Background: an optimization exercise with open tools, aiming at small area, a short achievable clock period and few clock cycles. Do not read the settings as production practice. No activity file was given, so power comes from the tool's default toggle rates.

== red ==
==> module viterbi_hamming, before the edit <==
module viterbi_hamming (clk, reset, in_valid, r, out_valid, cw, metric);
  input         clk;
  input         reset;
  input         in_valid;
  input  [63:0] r;
  output reg        out_valid;
  output reg [7:0]  cw;
  output reg [10:0] metric;
  reg [63:0] r_q;
  reg        v_q, v2_q;
  wire [7:0] x0 = r_q[7:0],   x1 = r_q[15:8],  x2 = r_q[23:16], x3 = r_q[39:32];
  wire [7:0] x4 = r_q[31:24], x5 = r_q[47:40], x6 = r_q[55:48], x7 = r_q[63:56];
  wire [8:0] a0, a1, a2, a3, a4, a5, a6, a7;
  vh_addsub #(8, 0) s1_0 (.a(x0), .b(x1), .s(a0));
  vh_addsub #(8, 1) s1_1 (.a(x0), .b(x1), .s(a1));
  vh_addsub #(8, 0) s1_2 (.a(x2), .b(x3), .s(a2));
  vh_addsub #(8, 1) s1_3 (.a(x2), .b(x3), .s(a3));
  vh_addsub #(8, 0) s1_4 (.a(x4), .b(x5), .s(a4));
  vh_addsub #(8, 1) s1_5 (.a(x4), .b(x5), .s(a5));
  vh_addsub #(8, 0) s1_6 (.a(x6), .b(x7), .s(a6));
  vh_addsub #(8, 1) s1_7 (.a(x6), .b(x7), .s(a7));
  wire [9:0] b0, b1, b2, b3, b4, b5, b6, b7;
  vh_addsub #(9, 0) s2_0 (.a(a0), .b(a2), .s(b0));
  vh_addsub #(9, 0) s2_1 (.a(a1), .b(a3), .s(b1));
  vh_addsub #(9, 1) s2_2 (.a(a0), .b(a2), .s(b2));
  vh_addsub #(9, 1) s2_3 (.a(a1), .b(a3), .s(b3));
  vh_addsub #(9, 0) s2_4 (.a(a4), .b(a6), .s(b4));
  vh_addsub #(9, 0) s2_5 (.a(a5), .b(a7), .s(b5));
  vh_addsub #(9, 1) s2_6 (.a(a4), .b(a6), .s(b6));
  vh_addsub #(9, 1) s2_7 (.a(a5), .b(a7), .s(b7));
  wire [9:0] s0, s1, s2, s3;
  wire sx0, sx1, sx2, sx3, sy0, sy1, sy2, sy3;
  vh_pair p0 (.x(b0), .y(b4), .s(s0), .sx(sx0), .sy(sy0));
  vh_pair p1 (.x(b1), .y(b5), .s(s1), .sx(sx1), .sy(sy1));
  vh_pair p2 (.x(b2), .y(b6), .s(s2), .sx(sx2), .sy(sy2));
  vh_pair p3 (.x(b3), .y(b7), .s(s3), .sx(sx3), .sy(sy3));
  reg [9:0] s0_q, s1_q, s2_q, s3_q;
  reg [3:0] sx_q, sy_q;
  wire [10:0] k0 = {s0_q, sy_q[0]}, k1 = {s1_q, sy_q[1]};
  wire [10:0] k2 = {s2_q, sy_q[2]}, k3 = {s3_q, sy_q[3]};
  wire [3:0]  hiv = sx_q ^ sy_q;
  wire g10, g32, g;
  vh_gt #(11) c10 (.a(k1), .b(k0), .gt(g10));
  vh_gt #(11) c32 (.a(k3), .b(k2), .gt(g32));
  wire [10:0] m01 = g10 ? k1 : k0;
  wire [10:0] m23 = g32 ? k3 : k2;
  vh_gt #(11) cf (.a(m23), .b(m01), .gt(g));
  wire [10:0] mk = g ? m23 : m01;
  wire [1:0] j = {g, g ? g32 : g10};
  wire hi = hiv[j];
  wire sg = sx_q[j];
  wire [2:0] a = {hi, j};
  wire [10:0] mag = {1'b0, mk[10:1]} + {10'd0, mk[0]};
  wire a0b = ~sg;
  wire [7:0] c;
  assign c[0] = a0b;                          
  assign c[1] = a[0] ^ a0b;                   
  assign c[2] = a[1] ^ a0b;                   
  assign c[4] = a[0] ^ a[1] ^ a0b;            
  assign c[3] = a[2] ^ a0b;                   
  assign c[5] = a[2] ^ a[0] ^ a0b;            
  assign c[6] = a[2] ^ a[1] ^ a0b;            
  assign c[7] = a[2] ^ a[1] ^ a[0] ^ a0b;     
  always @(posedge clk) begin
    if (reset) begin
      v_q <= 1'b0;
      v2_q <= 1'b0;
      out_valid <= 1'b0;
    end else begin
      v_q <= in_valid;
      v2_q <= v_q;
      out_valid <= v2_q;
    end
    r_q <= r;
    s0_q <= s0;
    s1_q <= s1;
    s2_q <= s2;
    s3_q <= s3;
    sx_q <= {sx3, sx2, sx1, sx0};
    sy_q <= {sy3, sy2, sy1, sy0};
    cw <= c;
    metric <= mag;
  end
endmodule
==> flow/config.mk <==
export PLATFORM = sky130hd
export DESIGN_NAME = viterbi_hamming
export DESIGN_NICKNAME = viterbi_hamming
export VERILOG_FILES = /design/flow/design.v
export SDC_FILE = /design/flow/constraint.sdc
export NUM_CORES = 4
export LEC_CHECK = 0
export ABC_AREA = 1
export CAP_MARGIN = 20
export CORE_MARGIN = 2
export CORE_UTILIZATION = 40
export CTS_BUF_LIST = sky130_fd_sc_hd__clkbuf_8
export CTS_CLUSTER_SIZE = 30
export SLEW_MARGIN = 20
export ADDER_MAP_FILE =
export BUFFER_PORTS_ARGS = -buffer_cell sky130_fd_sc_hd__buf_1
==> flow/constraint.sdc <==
create_clock -name core_clock -period 15.0 [get_ports {clk}]
set_input_delay 3.0000 -clock core_clock [delete_from_list [all_inputs] [get_ports {clk}]]
set_output_delay 3.0000 -clock core_clock [all_outputs]
set_load 0.01 [all_outputs]
standard.sh (not shown) runs the stock make flow with config.mk's settings and CLKGATE_MAP_FILE= SYNTH_SCRIPT=/design/flow/synth_recipe.tcl, a recipe that flattens the netlist after the stock synthesis.
==> flow/flow/run.sh <==
#!/bin/bash
# Layout flow: the standard flow, with Yosys's full/half-adder extraction off
# so that ABC maps the adders itself, and plain buffers on the ports.
set -e
echo "export ADDER_MAP_FILE =" >> config.mk
echo "export BUFFER_PORTS_ARGS = -buffer_cell sky130_fd_sc_hd__buf_1" >> config.mk
bash standard.sh > standard.log 2>&1
red finished every step from synthesis to the final layout, and the layout passed the timing, DRC and antenna checks.
### red -> blue
--- a/flow/design.v
+++ b/flow/design.v
@@ -85,23 +85,32 @@
   vh_pair p1 (.x(b1), .y(b5), .s(s1), .sx(sx1), .sy(sy1));
   vh_pair p2 (.x(b2), .y(b6), .s(s2), .sx(sx2), .sy(sy2));
   vh_pair p3 (.x(b3), .y(b7), .s(s3), .sx(sx3), .sy(sy3));
-  reg [9:0] s0_q, s1_q, s2_q, s3_q;
+  wire par = b0[0] ^ b4[0];
+  reg [8:0] s0_q, s1_q, s2_q, s3_q;
   reg [3:0] sx_q, sy_q;
-  wire [10:0] k0 = {s0_q, sy_q[0]}, k1 = {s1_q, sy_q[1]};
-  wire [10:0] k2 = {s2_q, sy_q[2]}, k3 = {s3_q, sy_q[3]};
+  reg       par_q;
+  wire [3:0]  t  = sy_q & {4{~par_q}};
+  wire [9:0] k0 = {s0_q, t[0]}, k1 = {s1_q, t[1]};
+  wire [9:0] k2 = {s2_q, t[2]}, k3 = {s3_q, t[3]};
   wire [3:0]  hiv = sx_q ^ sy_q;
-  wire g10, g32, g;
-  vh_gt #(11) c10 (.a(k1), .b(k0), .gt(g10));
-  vh_gt #(11) c32 (.a(k3), .b(k2), .gt(g32));
-  wire [10:0] m01 = g10 ? k1 : k0;
-  wire [10:0] m23 = g32 ? k3 : k2;
-  vh_gt #(11) cf (.a(m23), .b(m01), .gt(g));
-  wire [10:0] mk = g ? m23 : m01;
-  wire [1:0] j = {g, g ? g32 : g10};
-  wire hi = hiv[j];
-  wire sg = sx_q[j];
-  wire [2:0] a = {hi, j};
-  wire [10:0] mag = {1'b0, mk[10:1]} + {10'd0, mk[0]};
+  wire g10, g20, g30, g21, g31, g32;
+  vh_gt #(10) c10 (.a(k1), .b(k0), .gt(g10));
+  vh_gt #(10) c20 (.a(k2), .b(k0), .gt(g20));
+  vh_gt #(10) c30 (.a(k3), .b(k0), .gt(g30));
+  vh_gt #(10) c21 (.a(k2), .b(k1), .gt(g21));
+  vh_gt #(10) c31 (.a(k3), .b(k1), .gt(g31));
+  vh_gt #(10) c32 (.a(k3), .b(k2), .gt(g32));
+  wire [3:0] w;
+  assign w[0] = ~g10 & ~g20 & ~g30;
+  assign w[1] =  g10 & ~g21 & ~g31;
+  assign w[2] =  g20 &  g21 & ~g32;
+  assign w[3] =  g30 &  g31 &  g32;
+  wire [9:0] mk = ({10{w[0]}} & k0) | ({10{w[1]}} & k1) | ({10{w[2]}} & k2) | ({10{w[3]}} & k3);
+  wire hi = |(w & hiv);
+  wire sg = |(w & sx_q);
+  wire [2:0] a = {hi, w[2] | w[3], w[1] | w[3]};
+  wire [9:0] half = {1'b0, mk[9:1]} + {9'd0, mk[0]};
+  wire [10:0] mag = {half, par_q};
   wire a0b = ~sg;
   wire [7:0] c;
   assign c[0] = a0b;                          
@@ -123,10 +132,11 @@
       out_valid <= v2_q;
     end
     r_q <= r;
-    s0_q <= s0;
-    s1_q <= s1;
-    s2_q <= s2;
-    s3_q <= s3;
+    s0_q <= s0[9:1];
+    s1_q <= s1[9:1];
+    s2_q <= s2[9:1];
+    s3_q <= s3[9:1];
+    par_q <= par;
     sx_q <= {sx3, sx2, sx1, sx0};
     sy_q <= {sy3, sy2, sy1, sy0};
     cw <= c;
red and blue all finish clean.
In blue, multi-input gate area in the final layout is higher than in red.
Final cell count sits higher in blue than in red.
red has higher power share of the combinational group than blue.
Effective utilization at floorplan: blue vs red down 0.21 points
blue vs. red: met3 usage went up by 0.45 points.
Across both runs, number of clock sinks was lower for blue than for red.
Of blue and red, it is blue that has the lower count of flip-flops and latches.
blue vs red on depth of the worst register-to-register path: blue is the higher one.
blue has clock share of power above what red had.
Changes observed in blue relative to red: post-synth design cell area moved up, routed length on met1 increased about 10%.
No run of this note included a check of the RTL's function; only the layout flow was run.

==> afterwards: timing with drivers on the ports <==
Ports are ideal in the flow. The routed layouts listed here were re-timed in OpenROAD.
Step 1 (the two cells are an assumption about what drives the block):
set clk [get_ports {clk}]
set_driving_cell -lib_cell sky130_fd_sc_hd__clkbuf_16 $clk
set_driving_cell -lib_cell sky130_fd_sc_hd__buf_2 [delete_from_list [all_inputs] $clk]
Step 2 moves the port delays by t, midway between the first and last clock arrival at a register: inputs arrive t later, outputs are due t later. That takes back most of the time a late clock gives input paths.
Slacks: no drivers / after step 1 / after step 2; pairs: no drivers / after step 1.
run	t (ns)	setup WS [ns]	hold slack, ns	worst setup path at the end	latest minus earliest clock arrival (ns)
red	0.499	10.947 / 10.947 / 10.947	0.405 / 0.405 / 0.405	register to register	0.015 / 0.015
blue	0.502	11.065 / 11.018 / 11.100	0.408 / 0.408 / 0.408	register to register	0.014 / 0.015
After both steps setup and hold are still met in every run listed.
